Background: an optimization exercise with open tools, aiming at small area. Do not read the settings as production practice.
The RTL was checked by simulation tests, not by an equivalence proof against the original design.
Power and IR drop assume default switching activity.

<file path="flow/run.sh">
#!/bin/bash
# synth_recipe.tcl (not shown) runs the flow's synth.tcl, then flattens the netlist and writes it again
# the make line also repeats each setting of config.mk as NAME=value (left out here)
make -C /OpenROAD-flow-scripts/flow DESIGN_CONFIG=/design/flow/config.mk WORK_HOME=/design/flow/orfs CLKGATE_MAP_FILE= SYNTH_SCRIPT=/design/flow/synth_recipe.tcl finish
</file>
<file path="flow/config.mk">
export PLATFORM = sky130hd
export DESIGN_NAME = uart_top
export DESIGN_NICKNAME = uart_top
export VERILOG_FILES = /design/flow/design.v
export SDC_FILE = /design/flow/constraint.sdc
export NUM_CORES = 4
export LEC_CHECK = 0
export CAP_MARGIN = 20
export CORE_MARGIN = 2
export CORE_UTILIZATION = 40
export SLEW_MARGIN = 20
</file>
<file path="flow/constraint.sdc">
create_clock -name core_clock -period 10.0 [get_ports {clk}]
set_input_delay 2.0000 -clock core_clock [delete_from_list [all_inputs] [get_ports {clk}]]
set_output_delay 2.0000 -clock core_clock [all_outputs]
set_load 0.01 [all_outputs]
</file>
<file path="flow/design.v">
module uart_debounce
#(
	parameter integer CLK_FREQ = 27_000_000, 	 
	parameter integer HOLD_MS  = 5				 
)
(
	input 	wire 	clk,		 
	input 	wire 	btn_press,	 
	output 	reg 	btn_result	 
);
localparam integer hold_max = (CLK_FREQ / 1000) * HOLD_MS; 	 
reg [17:0] counter;
reg 	   sync1;
reg        sync2;						  
always @(posedge clk)
begin
	sync1 <= btn_press;
	sync2 <= sync1;
end
wire btn_debounced = sync2;
always @(posedge clk)
begin
	if (sync2 == btn_result)		 
		counter <= 0;
	else if (counter == hold_max) 	 
	begin
		btn_result <= btn_debounced;
		counter <= 0;
	end
	else
		counter <= counter + 18'd1;
end
endmodule
module uart_rx 
#(
	parameter integer clk_frequency = 27, 	  
	parameter integer baud_rate 	= 115200  
)
(
	input 				i_clk, 			 
	input 				i_rst_n,	 	 
	input 				i_byte_accept, 	 
	input 				i_data_bit, 	 
	output reg 			o_done, 		 
	output reg [7:0] 	o_data_byte, 	 
	output reg 			framing_error	 
);
localparam integer clk_cycle = (clk_frequency * 1000000) / baud_rate;  
localparam s_idle 				= 3'b000;  
localparam s_start				= 3'b001;  
localparam s_data_byte 			= 3'b010;  
localparam s_stop 				= 3'b011;  
localparam s_hold 				= 3'b100;  
reg [2:0] 	current_state, next_state; 	 
reg		  	rx_sync1, rx_sync2;	    	 
reg [15:0] 	clock_counter;		         
reg [7:0] 	temp_data;					 
reg [2:0] 	bit_index;				     
always @(posedge i_clk or negedge i_rst_n) 
begin
	if (i_rst_n == 1'b0)
	begin
		rx_sync1 <= 1'b1;
		rx_sync2 <= 1'b1;
	end
	else
	begin
		rx_sync1 <= i_data_bit;
		rx_sync2 <= rx_sync1;
	end
end
wire synced_data_bit = rx_sync2;
wire start_fall = rx_sync2 & ~rx_sync1;  
always @(*)
begin
	next_state = current_state;  
	case (current_state)
		s_idle: 
			if (start_fall) 
				next_state = s_start;
		s_start:
			if (clock_counter == (clk_cycle / 2 - 1) && synced_data_bit == 1'b1)  
				next_state = s_idle;
			else if (clock_counter == clk_cycle - 1)  
				next_state = s_data_byte; 
		s_data_byte:
			if (clock_counter == clk_cycle - 1 && bit_index == 3'd7) 
				next_state = s_stop;
		s_stop:
			if (clock_counter == clk_cycle / 2 - 1)  
				next_state = s_hold;
		s_hold:
			if (i_byte_accept) 			
				next_state = s_idle;
		default:
			next_state = s_idle;
	endcase
end
always @(posedge i_clk or negedge i_rst_n)
begin
	if (i_rst_n == 1'b0)
		current_state <= s_idle;
	else
		current_state <= next_state;
end
always @(posedge i_clk or negedge i_rst_n)
begin
	if (i_rst_n == 1'b0)
		clock_counter <= 16'd0;
	else if ((current_state == s_data_byte && clock_counter == clk_cycle - 1) || next_state != current_state)  
		clock_counter <= 16'd0;
	else
		clock_counter <= clock_counter + 16'd1;
end
always @(posedge i_clk or negedge i_rst_n)
begin
	if (i_rst_n == 1'b0)
		bit_index <= 3'd0;
	else if (current_state == s_data_byte && clock_counter == clk_cycle - 1)
		bit_index <= bit_index + 3'd1;
	else if (current_state != s_data_byte)
		bit_index <= 3'd0;
end
always @(posedge i_clk or negedge i_rst_n)
begin
	if (i_rst_n == 1'b0)
		temp_data <= 8'd0;
    else if (current_state == s_idle && next_state == s_start)
		temp_data <= 8'd0;
	else if (current_state == s_data_byte && clock_counter == clk_cycle / 2 - 1)
		temp_data[bit_index] <= synced_data_bit;
end
always @(posedge i_clk or negedge i_rst_n) 
begin
	if (i_rst_n == 1'b0)
		framing_error <= 1'b0;
	else if (current_state ==s_idle && next_state == s_start)
		framing_error <= 1'b0;
	else if (current_state == s_stop && clock_counter == clk_cycle / 2 - 1)
		framing_error <= (synced_data_bit != 1'b1);
end
always @(posedge i_clk or negedge i_rst_n)
begin
	if (i_rst_n == 1'b0)
		o_data_byte <= 8'd0;
	else if (current_state == s_stop && next_state != current_state)
		o_data_byte <= temp_data;
end
always @(posedge i_clk or negedge i_rst_n)
begin
	if (i_rst_n == 1'b0)
		o_done <= 1'b0;
	else if (current_state == s_stop && next_state != current_state)
		o_done <= 1'b1;
	else if (current_state == s_hold && i_byte_accept == 1'b1)
		o_done <= 1'b0;
end
endmodule
module uart_tx
#(
	parameter integer clk_frequency = 27, 	  
	parameter integer baud_rate 	= 115200  
)
(
	input		 	i_clk, 			 
	input 			i_rst_n, 		 
	input [7:0] 	data_send, 		 
	input 			tx_valid,		 
	output reg		ready_tx,		 
	output reg 		o_tx 			 
);
localparam integer clk_cycle = (clk_frequency * 1000000) / baud_rate;  
localparam s_idle 	= 3'b000;  
localparam s_start 	= 3'b001;  
localparam s_send 	= 3'b010;  
localparam s_stop 	= 3'b011;  
reg [2:0] current_state, next_state;  
reg [15:0] clock_counter; 			  
reg [2:0] bit_index; 				  
reg [7:0] temp_data;				  
always @(*)
begin
	next_state = current_state;  
	case (current_state)
		s_idle:
			if (tx_valid == 1'b1)
				next_state = s_start;
		s_start:
			if (clock_counter == clk_cycle - 1)
				next_state = s_send;
		s_send:
			if (clock_counter == clk_cycle - 1 && bit_index == 3'd7)
				next_state = s_stop;
		s_stop:
			if (clock_counter == clk_cycle - 1)
				next_state = s_idle;
		default:
			next_state = s_idle;
	endcase	
end
always @(posedge i_clk or negedge i_rst_n)
begin
	if (i_rst_n == 1'b0)
		current_state <= s_idle;
	else
		current_state <= next_state;
end
always @(posedge i_clk  or negedge i_rst_n)
begin
	if (i_rst_n == 1'b0)
		ready_tx <= 1'b1;
	else
		ready_tx <= (current_state == s_idle);
end
always @(posedge i_clk or negedge i_rst_n)
begin
	if (i_rst_n == 1'b0)
		clock_counter <= 16'd0;
	else if (current_state != next_state || clock_counter == clk_cycle - 1) 
		clock_counter <= 16'd0;
	else
		clock_counter <= clock_counter + 16'd1;
end
always @(posedge i_clk  or negedge i_rst_n)
begin
	if (i_rst_n == 1'b0)
		bit_index <= 3'd0;
	else if (current_state == s_idle)
		bit_index <= 3'd0;
	else if (current_state == s_send && clock_counter == clk_cycle - 1)
		bit_index <= bit_index + 3'd1;
end
always @(posedge i_clk  or negedge i_rst_n)
begin
	if (i_rst_n == 1'b0)
		temp_data  <= 8'd0;
	else if (current_state == s_idle && tx_valid == 1'b1)
		temp_data  <= data_send;
end
always @(posedge i_clk  or negedge i_rst_n)
begin
	if (i_rst_n == 1'b0)
		o_tx <= 1'b1;
	else
	begin
		case (current_state)
			s_idle, s_stop:
				o_tx <= 1'b1;
			s_start:
				o_tx <= 1'b0;
			s_send:
				o_tx <= temp_data[bit_index];		
			default: 
				o_tx <= 1'b1;
		endcase
	end
end
endmodule
module uart_top
(
	input 	wire clk, 				 
	input 	wire rst_btn, 			 
	input 	wire BL616_UART_RX, 	 
	output 	wire BL616_UART_TX, 	 
	output 	reg LED0, 				 
	output	reg LED1,				 
	output 	reg LED2,				 
	output 	reg LED3,				 
	output 	wire LED4				 
);
wire rst_active, rst_n; 
assign rst_n = ~rst_active;  
uart_debounce
#(
	.CLK_FREQ	(27_000_000),
	.HOLD_MS 	(5)
)
DEBOUNCE
(
	.clk 		(clk),
	.btn_press 	(rst_btn),
	.btn_result (rst_active)     
);
wire 		rx_done;			 
wire [7:0] 	rx_data;			 
wire 		rx_framing_err; 	 
reg 		rx_ack;				 
reg 		error_detect;		 
reg [7:0]   rx_data_latched;     
reg [25:0]  delay_counter;       
reg         delay_active;        
reg 	tx_valid;				 
wire 	tx_ready;				 
uart_rx 
#(
	.clk_frequency(27), 		 
	.baud_rate(115200)			 
)
RX
(
	.i_clk         (clk),
    .i_rst_n       (rst_n),
    .i_byte_accept (rx_ack),
    .i_data_bit    (BL616_UART_RX),
    .o_done        (rx_done),
    .o_data_byte   (rx_data),
    .framing_error (rx_framing_err)
);
uart_tx
#(
	.clk_frequency(27), 		 
	.baud_rate(115200)			 
)
TX
(
    .i_clk    	 (clk),
    .i_rst_n   	 (rst_n),
    .data_send 	 (rx_data_latched),
    .tx_valid  	 (tx_valid),
    .ready_tx  	 (tx_ready),
    .o_tx      	 (BL616_UART_TX)
);
always @(posedge clk or negedge rst_n)
begin
    if (!rst_n)
    begin
        rx_data_latched <= 8'd0;
        tx_valid <= 1'b0;
        delay_counter <= 26'd0;
        delay_active <= 1'b0;
        rx_ack <= 1'b0;
    end
    else
    begin
        if (rx_done && !rx_ack)
        begin
            rx_data_latched <= rx_data;  	 
            rx_ack <= 1'b1;             	 
            delay_active <= 1'b1;       	 
            delay_counter <= 26'd0;     	 
        end
        else if (rx_ack && !rx_done)
        begin
            rx_ack <= 1'b0;          		 
        end
        if (delay_active)
        begin
            if (delay_counter < 26'd2_000_000)  
            begin
                delay_counter <= delay_counter + 26'd1;
            end
            else
            begin
                delay_active <= 1'b0;
                tx_valid <= 1'b1;        
            end
        end
        if (tx_valid && tx_ready)
        begin
            tx_valid <= 1'b0;
        end
    end
end
reg [24:0] heart_counter;
always @(posedge clk or negedge rst_n)
begin
	if (!rst_n)
	begin
		heart_counter <= 0;
		LED0 		  <= 1'b1;
	end
	else if (heart_counter == 27_000_000 - 1)
	begin
		heart_counter <= 0;
		LED0 <= ~LED0;
	end
	else
		heart_counter <= heart_counter + 25'd1;
end
reg [23:0] led1_counter, led2_counter;
reg rx_done_d;								 
wire rx_done_rise = rx_done && ~rx_done_d;
wire tx_accept = tx_valid && tx_ready;
always @(posedge clk or negedge rst_n)
begin
    if (!rst_n)
    begin
        led1_counter    <= 0;
        led2_counter    <= 0;
        LED1            <= 1'b1;   
        LED2            <= 1'b1;   
		rx_done_d 		<= 1'b0;
    end
    else
    begin
		rx_done_d <= rx_done;
        if (rx_done_rise)
            led1_counter <= 24'd5_400_000;   
        else if (led1_counter > 0)
        begin
            led1_counter <= led1_counter - 1;
            LED1 <= 1'b0;   
        end
        else
            LED1 <= 1'b1;   
        if (tx_accept)   
            led2_counter <= 24'd5_400_000;   
        else if (led2_counter > 0)
        begin
            led2_counter <= led2_counter - 1;
            LED2 <= 1'b0;   
        end
        else
            LED2 <= 1'b1;   
    end
end
always @(posedge clk or negedge rst_n)
begin
    if (!rst_n)
        error_detect <= 1'b0;   
    else if (rx_framing_err)	
        error_detect <= 1'b1;   
end
always @(posedge clk or negedge rst_n)
begin
    if (!rst_n)
        LED3 <= 1'b1;   
    else
        LED3 <= error_detect ? 1'b0 : 1'b1;   
end
assign LED4 = rst_n;
endmodule
</file>
==> notes.md <==
* Most common cell after layout, fill and taps aside: dfrtp_1
* Clock Power Share at 0.498
* Crit path from: DEBOUNCE.btn_result
* Residual DRC at 0
* R2R cell count at 7
* Post-CTS Setup Inserts at 0
* P_int at 0.001530 W
* Total chip power at 0.001937 W
* H-tree Lvls at 1
* Vias in the first global route at 7118
* Switching power at 0.0004075 W
* Post-CTS sizing at 0
* Die height at 163.2 um
* Register area share after synthesis at 0.5125
* Layout Nets at 1027
* Final slew viol count at 0
* R2R Path Start: led1_counter[0]
* Post-synth EDFFs at 1
* Leakage Power at 4.736 nW
* Fin. Hold Viols at 0
* Drt via density at 5.290
* Hold WS at 325.7 ps
* Most frequent cells in the layout: 182 x dfrtp_1, 131 x nor2_1, 75 x nand2_1, 54 x nand3_1, 45 x xnor2_1
* Min-delay src: DEBOUNCE.sync1
* F_max at 241.2 MHz
* Detailed placement HPWL at 12100 um
* Drt pass-1 iters at 5
* Combinational power share at 0.032
* Max Root-Sink Buffers at 3
* Post-route ant nets at 0
* Ports at 9
* Final Critical Period at 4145 ps
* Critical path required time at 8000 ps
* Synth async-reset ratio at 0.9005
* Die Area at 26630 um^2
* ANT cells at 0
* Clock Skews at 25.11 ps
* Number of warnings issued by yosys at 4
* Main synth FF type: dfrtp_1
* Hold Path Depth at 0
* Leading area contributor after synthesis: dfrtp_1
* Pwr Density at 169.8 nW/um^2
* Routed wire length at 18780 um
* Post-Syn Instances at 1006
* Yosys reg bits at 211
* Fraction of layout cells with a size suffix above 1 at 0.09677
* Hold Path Class: flip-flop to flip-flop
* Die W at 163.2 um
* Crit path capture type: primary output
* Flop pwr share at 0.470
* Storage element area at 5195 um^2
* Setup CP Type: flip-flop to primary output
* Total GRT Usage at 0.1487
* TritonCTS clock tree: done
* Synth-to-Final Area Change at 12.55%
* Sw Share at 0.2104
* CTS buffer count at 25
* Status: finished clean
* Skew-Pair Late Insertion Delay at 530 ps
* Crit start category: flip-flop
* Core area at 25040 um^2
* Multi-input gate area at 4691 um^2
* Clk sinks at 211
* Maxcap violations at 0
* Synth area leaders: dfrtp_1 45%, nor2_1 4.9%, dfxtp_1 3.9%, xnor2_1 3.9%, xor2_1 3.8%
* Unrepaired setup endpoints after global routing: no
* Worst Path Arrival at 2150 ps
* Layout fillers at 2324
* CP max FO at 84
* Effective utilization at floorplan at 0.4049
* Finished Layout Cells at 1353
* Worst vdd ir at 0.0001063 V
* Post-Syn Nets at 1027
* Synth unique cells at 71
* Via count at 7157
* Hold Buf Count CTS at 0
* Slew @ Worst Pin at 1006 ps
* Global-route wire length before repair at 33780 um
* Fin util at 0.4557
* Slew HR at 0.3291
* Synth top area share at 0.4493
* Fin Setup TNS at 0 ps
* Final setup viols at 0
* Synth Cell Area at 10140 um^2
* Placer congestion estimate at 0.7584
* IO Port Bufs at 8
* DRT iter0 DRCs at 481
* Worst-path clk slew at 60 ps
* Syn Area/Cell at 10.08 um^2
* Root Buffer: clkbuf_16
* Pin count of the biggest net entering global routing at 85
* Final Cycle Share at 0.4145
* Dpl cells at 1309
* Global route overflow at 0
* Drt wl/cell at 13.88 um
* Initial antenna violation count at 0
* Row count at 58
power groups by stage:
stage / Sequential (W) / Clock (W) / Combinational, W
6_report: 0.000911 / 0.000964 / 0.0000625
5_1_grt: 0.000914 / 0.00103 / 0.0000727
2_1_floorplan: 0.000918 / 0 / 0.0000518
3_5_place_dp: 0.000925 / 0 / 0.0000636
3_3_place_gp: 0.000924 / 0 / 0.0000605
4_1_cts: 0.000911 / 0.000991 / 0.0000636
registers in the layout (all words and copies together), names as in the netlist, 8 cells and up:
signal            count
RX.o_data_byte        8
led1_counter         24
TX.temp_data          8
TX.clock_counter     16
led2_counter         24
RX.clock_counter     16
heart_counter        25
RX.temp_data          8
rx_data_latched       8
delay_counter        26
DEBOUNCE.counter     18
cells by family after synthesis:
kind of cell	share of synthesized area
simple gates	0.2277
flops	0.5125
compound gates	0.08739
xor+xnor	0.07689
buf+inv	0.02678
mux	0.04616
fa+ha+maj	0.02222
other cells	0.0003699
layout make-up:
type                       count  share of cell area
clock inverter                 7             0.01206
timing repair buffer          11            0.009321
inverter                      29             0.01020
sequential                   211              0.4553
clock buffer                  37             0.06580
multi-input combinational    728              0.4111
tap                          330             0.03619
metal layers:
layer  wire length [um]  vias up  GRT usage
met1               9182     3489     0.2042
li1                   -     3562          -
met2               8701       78     0.2447
met4                415        0    0.04183
met5                  0        -          0
met3                482       28    0.02285
metrics by stage:
stage	area (um^2)	setup WS [ps]
final	11410	5855
after detailed placement	10510	6336
after CTS	11400	5785
after global placement	10510	6349
after floorplan	10140	3645
after global routing	11410	5673
path summary, 6_finish.rpt:
check	to	slack [ps]
min in group asynchronous	led1_counter[20]	490
max in group asynchronous	TX.temp_data[3]	8380
setup / recovery	LED4	5850
hold reg to reg	DEBOUNCE.sync2	330
setup reg to reg	led1_counter[20]	7140
hold / removal	DEBOUNCE.sync2	330
worst max-delay path, cell delays in order, from the launching register on:
cell,delay [ps]
edfxtp_1,490
inv_8,460
clkdlybuf4s50_1,650
cell usage after synthesis (12+ instances only):
cell type  number
nor2_1        131
clkbuf_1       26
ha_1           18
nand4_1        19
dfrtp_1       182
xnor2_1        45
nand2_1        75
dfxtp_1        20
nand3_1        54
mux2_2         26
inv_1          29
nor3_1         22
nand2b_1       15
or4_1          17
mux2i_1        13
xor2_1         44
o21ai_0        27
a31oi_1        22
and3_1         26
nor4_1         24
a21oi_1        24
or3_1          12

-- afterwards: timing with drivers on the ports --
The flow's constraints put no driver on any port. The routed layout listed below was extracted and timed again, unchanged, in two steps.
Step 1 sets driving cells, clkbuf_16 on the clock port and buf_2 on the other inputs (assumed; they add their load-dependent delay and slew).
Step 2 also shifts input and output timing later by t, the mid clock arrival at the registers, as if the neighbouring blocks saw the same clock.
Three values: ideal ports, drivers, drivers and shift; two values: the first two.
shift t [ns]: 0.566
setup WS [ns]: 5.855 / 5.805 / 6.370
clock arrival spread, ns: 0.025 / 0.025
After both steps setup and hold are still met in this run. For this run, drivers alone change the setup slack by -0.050 ns; drivers and shift together by +0.515 ns.
